This is an optimization exercise on Yosys and OpenROAD, whose aim is small area, not a production implementation.
In this exercise RTL edits were held to simulation tests only and were not proved equivalent to the original.
Power figures rest on the tool's default switching activity, not on a simulated workload.

--- flow/design.v ---
module Countdown(
 clock,
 reset,
 beep,
 bs0,
 bs1,
 clock_5,
 clock_10,
 clock_f,
 TimeH,
 TimeL
);
 input clock;
 input reset;
 output [6:0] bs0;
 output [6:0] bs1;
 output beep;
 output clock_5;
 output clock_10;
 output clock_f;
 output [3:0] TimeL;
 output [3:0] TimeH;
 reg [3:0] a;  
 reg [4:0] b;  
 reg [3:0] c;  
 reg [4:0] s;  
 wire first = (s == 5'd0) & (c == 4'd0);  
 wire a9 = (a == 4'd9);
 wire b19 = (b == 5'd19);
 wire tick = (c == 4'd6) & (b == 5'd0) & (a == 4'd8);  
 always @(posedge clock or negedge reset)
  if (!reset) begin
   a <= 4'd0; b <= 5'd0; c <= 4'd0; s <= 5'd0;
  end else begin
   a <= a9 ? 4'd0 : a + 4'd1;
   if (a9) b <= b19 ? 5'd0 : b + 5'd1;
   if (a9 & b19) c <= (c == 4'd9) ? 4'd0 : c + 4'd1;
   if (tick & (s != 5'd17)) s <= s + 5'd1;
  end
 assign clock_5 = (a >= 4'd6);
 assign clock_10 = ((b == 5'd11) & (a >= 4'd1)) | (b >= 5'd12) |
                   ((b == 5'd0) & (a <= 4'd6) & ~first);
 assign clock_f = (c >= 4'd7) | ((c == 4'd6) & ((b != 5'd0) | (a >= 4'd8))) |
                  ((c == 4'd0) & ((b <= 5'd10) | ((b == 5'd11) & (a <= 4'd1))) & (s != 5'd0));
 wire [4:0] cnt = (s >= 5'd15) ? 5'd0 : 5'd15 - s;
 wire [4:0] shw = (s <= 5'd2) ? 5'd15 : 5'd17 - s;
 wire [3:0] cntL = (cnt >= 5'd10) ? cnt - 5'd10 : cnt;
 wire [3:0] shwL = (shw >= 5'd10) ? shw - 5'd10 : shw;
 assign TimeH = {3'b000, cnt >= 5'd10};
 assign TimeL = cntL;
 assign beep = (cnt == 5'd0);
 assign bs1 = (shw >= 5'd10) ? 7'h79 : 7'h40;
 reg [6:0] seg;
 always @(*)
  case (shwL)
   4'd0: seg = 7'h40;
   4'd1: seg = 7'h79;
   4'd2: seg = 7'h24;
   4'd3: seg = 7'h30;
   4'd4: seg = 7'h19;
   4'd5: seg = 7'h12;
   4'd6: seg = 7'h02;
   4'd7: seg = 7'h78;
   4'd8: seg = 7'h00;
   default: seg = 7'h10;
  endcase
 assign bs0 = seg;
endmodule
--- flow/run.sh ---
#!/bin/bash
# synth_recipe.tcl (not shown) runs the flow's synth.tcl, then flattens the netlist and writes it again
# the make line also repeats each setting of config.mk as NAME=value (left out here)
make -C /OpenROAD-flow-scripts/flow DESIGN_CONFIG=/design/flow/config.mk WORK_HOME=/design/flow/orfs CLKGATE_MAP_FILE= SYNTH_SCRIPT=/design/flow/synth_recipe.tcl finish
--- flow/config.mk ---
export PLATFORM = sky130hd
export DESIGN_NAME = Countdown
export DESIGN_NICKNAME = Countdown
export VERILOG_FILES = /design/flow/design.v
export SDC_FILE = /design/flow/constraint.sdc
export NUM_CORES = 4
export LEC_CHECK = 0
export CAP_MARGIN = 20
export CORE_MARGIN = 2
export CORE_UTILIZATION = 40
export SLEW_MARGIN = 20
--- flow/constraint.sdc ---
create_clock -name core_clock -period 12.0 [get_ports {clock}]
set_input_delay 2.4000 -clock core_clock [delete_from_list [all_inputs] [get_ports {clock}]]
set_output_delay 2.4000 -clock core_clock [all_outputs]
set_load 0.01 [all_outputs]
==> flow_results.org <==
** Logic synthesis
- Register area share after synthesis :: 0.267
- Largest cells by area after synthesis :: sky130_fd_sc_hd__dfrtp_1 27%, sky130_fd_sc_hd__ha_1 12%, sky130_fd_sc_hd__inv_1 4.2%, sky130_fd_sc_hd__xnor2_1 4.2%, sky130_fd_sc_hd__buf_4 4.0%
- Yosys top cell area share :: 0.267
- Post-Syn Area :: between 1500 and 2000 µm²
- Share of synthesized flip-flops with an asynchronous set or reset :: 1.00
- Most instantiated cells after synthesis :: 19 x sky130_fd_sc_hd__inv_1, 18 x sky130_fd_sc_hd__dfrtp_1, 16 x sky130_fd_sc_hd__ha_1, 14 x sky130_fd_sc_hd__nand2_1, 13 x sky130_fd_sc_hd__nor2_1
- The synthesized netlist contains 55 unique library cells.
- Count of flip-flops with a built-in enable after synthesis :: 0
- Number of synthesized register bits :: 18
- Yosys synthesis warning count :: 1
- Synthesis produced about 190 cells.
- Yosys top cell by area :: sky130_fd_sc_hd__dfrtp_1
- Mean cell area of the mapped netlist :: between 8 and 9 µm²
- For this run, the leading register cell type out of synthesis is sky130_fd_sc_hd__dfrtp_1.
- The most common cell in the synthesized netlist is sky130_fd_sc_hd__inv_1.

** Final layout
- Multi-input combinational cell area :: roughly 1100 µm²
- In the final layout, the share of cells above drive strength 1 is 0.0870.
- Antenna diodes :: 0
- Register cell area after layout :: around 450 µm²
- From synthesis to final layout, the design area changed by 13.0%.
- Counting the fill cells in the layout gives about 400.
- Net count, final :: 227

** Power and ir drop
- Fraction of power spent switching nets :: 0.204
- Leakage power :: between 0.8 and 0.9 nW
- Peak supply drop :: about 0.000067 V
- PD cells :: between 50 and 60 nW/µm²
- The share of total power dissipated in sequential elements is 0.581.
- Internal power comes to 0.0000832 W.
- Combinational fraction of design power :: 0.022
- Share of power burned in the clock network :: 0.398
- Net switching power figure :: approximately 0.000021 W

** Placement
- Setup WS pre-CTS :: about 5.7 ns
- Number of I/O port buffers :: 21
- Once detailed placement completed, the half-perimeter wirelength came to about 2500 µm.
- Last weighted congestion value of the routability-driven placer :: 0.839

** Setup path
- The worst setup path is of the flip-flop to output pin kind.
- Crit path required time :: 9.60 ns
- The worst setup path is launched from a flip-flop.
- Worst path arrival time :: approximately 4.2 ns
- Along the worst path, the maximum fanout reaches 14.
- Nature of the critical path endpoint :: output pin

** Route
- The detail route stage leaves a number of antenna-violating nets equal to 0.
- After detailed routing, the number of remaining DRC violations is 0.
- Dividing the detail-routed wire length by the instance count gives around 13 µm.
- For this block, the via count after detailed routing is roughly 1400.
- Starting DRT DRC Count :: 45
- Using the TritonRoute via totals, the vias-per-cell ratio works out to 5.28.
- The first TritonRoute pass finished after 4 iterations.
- Routed Wire Length :: ~3300 µm

** STA
- The total count of max-transition violations in the final report came to 0.
- Slew at the pin with the worst max-slew slack :: slightly above 0.8 ns
- The worst path meets setup with 5.39 ns of slack.
- Derived from the worst setup path, the maximum achievable clock frequency is roughly 150 MHz.
- Subtracting the final worst setup slack from the clock period gives ~6.6 ns.
- Setup TNS Final :: 0 ns
- Clock Skew :: 0.00410 ns
- Of the available clock period, the critical path in the final layout requires 0.550.
- The hold violation count in the final report is 0.
- Final hold analysis gives a worst-case slack of about 0.56 ns.
- Normalized max-slew margin :: 0.457
- Setup repair after global routing left no endpoint under its margin.
- Finish-stage setup viols :: 0

** Clocking
- Clock Path Buffers :: 2
- In this run the number of H-tree levels came out at 1.
- In this run the post-CTS setup repair buffer count came out at 0.
- Hold-fix buffers, CTS :: 0
- The root buffer cell chosen for the clock tree is sky130_fd_sc_hd__clkbuf_8.
- The clock net in this run drives a total of 18 sinks.
- The number of gates resized after CTS was 0.
- Clock tree from TritonCTS :: done
- Clock Pin Slew Worst Setup and Hold Paths :: 0.07 ns
- Clock latency on the worst-skew pair :: between 0.2 and 0.3 ns
- TritonCTS Buffers :: 3

** GRT
- GRT overflow :: 0
- The initial antenna violation count was 0.
- First-pass GRT wire length :: 5760 µm
- Maximum number of pins on one net before global-route repair :: 19
- GRT Overall Usage :: 0.157
- Via count of the first global-routing pass :: 1266

** Floorplanning
- The die covers 4760 µm².
- I/O pins :: 28
- The floorplan has 23 rows.
- Chip width :: 69.0 µm
- The core region is between 4000 and 5000 µm².
- Starting density of the core :: 0.419
- The floorplan step set the die height to slightly below 70 µm.

** Run
- Across the run, the number of max-cap violations was 0.

** Hold path
- Type of the most critical hold path :: flip-flop to flip-flop

** Status
- The run finished with no timing, DRC or antenna violations.
[final timing paths]
path | start | endpoint | slack [ns] | cells after the start
setup / recovery | s[1]$_DFFE_PN0P_ | bs0[4] | 5.39 | 16
hold / removal | a[0]$_DFF_PN0_ | a[1]$_DFF_PN0_ | 0.56 | 1
setup reg to reg | s[1]$_DFFE_PN0P_ | s[4]$_DFFE_PN0P_ | 9.80 | 6
hold reg to reg | a[0]$_DFF_PN0_ | a[1]$_DFF_PN0_ | 0.56 | 1
max in group asynchronous | reset | b[1]$_DFFE_PN0N_ | 8.88 | 1
min in group asynchronous | reset | a[0]$_DFF_PN0_ | 2.62 | 1
[critical path: stages (launching register included)]
cell,delay (ns)
sky130_fd_sc_hd__dfrtp_1,0.60
sky130_fd_sc_hd__inv_1,0.14
sky130_fd_sc_hd__ha_1,0.30
sky130_fd_sc_hd__o21a_2,0.28
sky130_fd_sc_hd__nor2_1,0.16
sky130_fd_sc_hd__ha_1,0.31
sky130_fd_sc_hd__o21ai_1,0.10
sky130_fd_sc_hd__a21o_2,0.24
sky130_fd_sc_hd__a32oi_4,0.22
sky130_fd_sc_hd__nor3_1,0.08
sky130_fd_sc_hd__a21oi_1,0.12
sky130_fd_sc_hd__and2_1,0.21
sky130_fd_sc_hd__inv_1,0.08
sky130_fd_sc_hd__ha_1,0.19
sky130_fd_sc_hd__mux2_4,0.27
sky130_fd_sc_hd__a21oi_2,0.12
sky130_fd_sc_hd__clkdlybuf4s50_1,0.53
[kinds of logic (layout without fill, tap and decap cells)]
family	Yosys count	count (layout)	share of synthesized area
DFF	18	18	0.267
xor gates and xnor gates	8	8	0.0415
adders and majority gates	16	16	0.119
other	2	6	0.00445
AOI/OAI and AO/OA	42	42	0.195
buffers and inverters	34	43	0.107
and+or+nand+nor	66	66	0.213
muxes	8	8	0.0541
[power groups by stage]
stage	Sequential (W)	Clock [W]	Combinational, W
floorplan	0.0000618	0	0.00000226
global placement	0.0000618	0	0.00000236
detailed placement	0.0000618	0	0.00000237
CTS	0.0000607	0.0000430	0.00000238
global route	0.0000606	0.0000472	0.00000269
finish	0.0000607	0.0000416	0.00000228
[state kept, by name, indices dropped and copies added, names as in the netlist]
register / cells
b: 5
s: 5
a: 4
c: 4
[cell type report]
type / instances / share of cell area
multi-input combinational: 146 / 0.562
sequential: 18 / 0.236
timing repair buffer: 21 / 0.110
inverter: 19 / 0.0374
tap: 50 / 0.0328
clock buffer: 3 / 0.0216
[layer usage]
metal | routed length, µm | GRT usage | vias up | part of all wire
met4 | 12 | 0.0245 | 0 | 0.0037
met2 | 1560 | 0.261 | 30 | 0.48
met3 | 120 | 0.0341 | 2 | 0.037
met5 | 0 | 0 | - | 0
li1 | - | - | 688 | -
met1 | 1580 | 0.213 | 637 | 0.48
[through the flow]
| step | utilization | total power [W] | cell area (µm²) | std cells |
|---|---|---|---|---|
| global placement | 0.463 | 0.0000642 | 1870 | 254 |
| detailed placement | 0.463 | 0.0000642 | 1870 | 254 |
| global route | 0.474 | 0.000110 | 1910 | 257 |
| CTS | 0.474 | 0.000106 | 1910 | 257 |
| finish | 0.474 | 0.000105 | 1910 | 257 |
| floorplan | - | 0.0000641 | 1700 | 198 |
[placed cells by master, fill, tap and decap left out, types with 2 or more instances in the layout]
cell / synthesis / layout
sky130_fd_sc_hd__mux2i_1: 5 / 5
sky130_fd_sc_hd__a21oi_1: 3 / 3
sky130_fd_sc_hd__or3_1: 2 / 2
sky130_fd_sc_hd__o22ai_1: 3 / 3
sky130_fd_sc_hd__o311ai_0: 3 / 3
sky130_fd_sc_hd__nand4_1: 4 / 4
sky130_fd_sc_hd__nor3_1: 6 / 6
sky130_fd_sc_hd__dfrtp_1: 18 / 18
sky130_fd_sc_hd__nor2b_1: 4 / 4
sky130_fd_sc_hd__nor2_1: 13 / 13
sky130_fd_sc_hd__clkdlybuf4s50_1: 0 / 21
sky130_fd_sc_hd__o21ai_0: 11 / 11
sky130_fd_sc_hd__xnor2_1: 8 / 8
sky130_fd_sc_hd__conb_1: 2 / 6
sky130_fd_sc_hd__inv_1: 19 / 19
sky130_fd_sc_hd__ha_1: 16 / 16
sky130_fd_sc_hd__nand2b_1: 2 / 2
sky130_fd_sc_hd__nand2_1: 14 / 14
sky130_fd_sc_hd__and3_1: 5 / 5
sky130_fd_sc_hd__nand3_1: 5 / 5
sky130_fd_sc_hd__mux2_4: 2 / 2
sky130_fd_sc_hd__clkbuf_8: 0 / 3
sky130_fd_sc_hd__o21ai_1: 2 / 2
sky130_fd_sc_hd__a21o_1: 3 / 3

## what the ideal ports hide
The flow's constraints put no driver on any port. The routed layout listed below was extracted and timed again, unchanged, in two steps.
Step 1 assumes that a clkbuf_16 drives the clock port and a buf_2 every other input.
Step 2 also shifts input and output timing later by t, the mid clock arrival at the registers, as if the neighbouring blocks saw the same clock.
Slacks: ideal / step 1 / step 2; pairs: ideal / step 1.
shift t [ns]: 0.272
slack for setup (ns): 5.395 / 5.370 / 5.642
worst setup path at the end: register to output
worst slew at a driven data input, ns: 0.03
cell pins on the clock port's net: 1
After both steps this run still meets setup and hold. For this run, drivers alone change the setup slack by -0.025 ns; drivers and shift together by +0.247 ns.
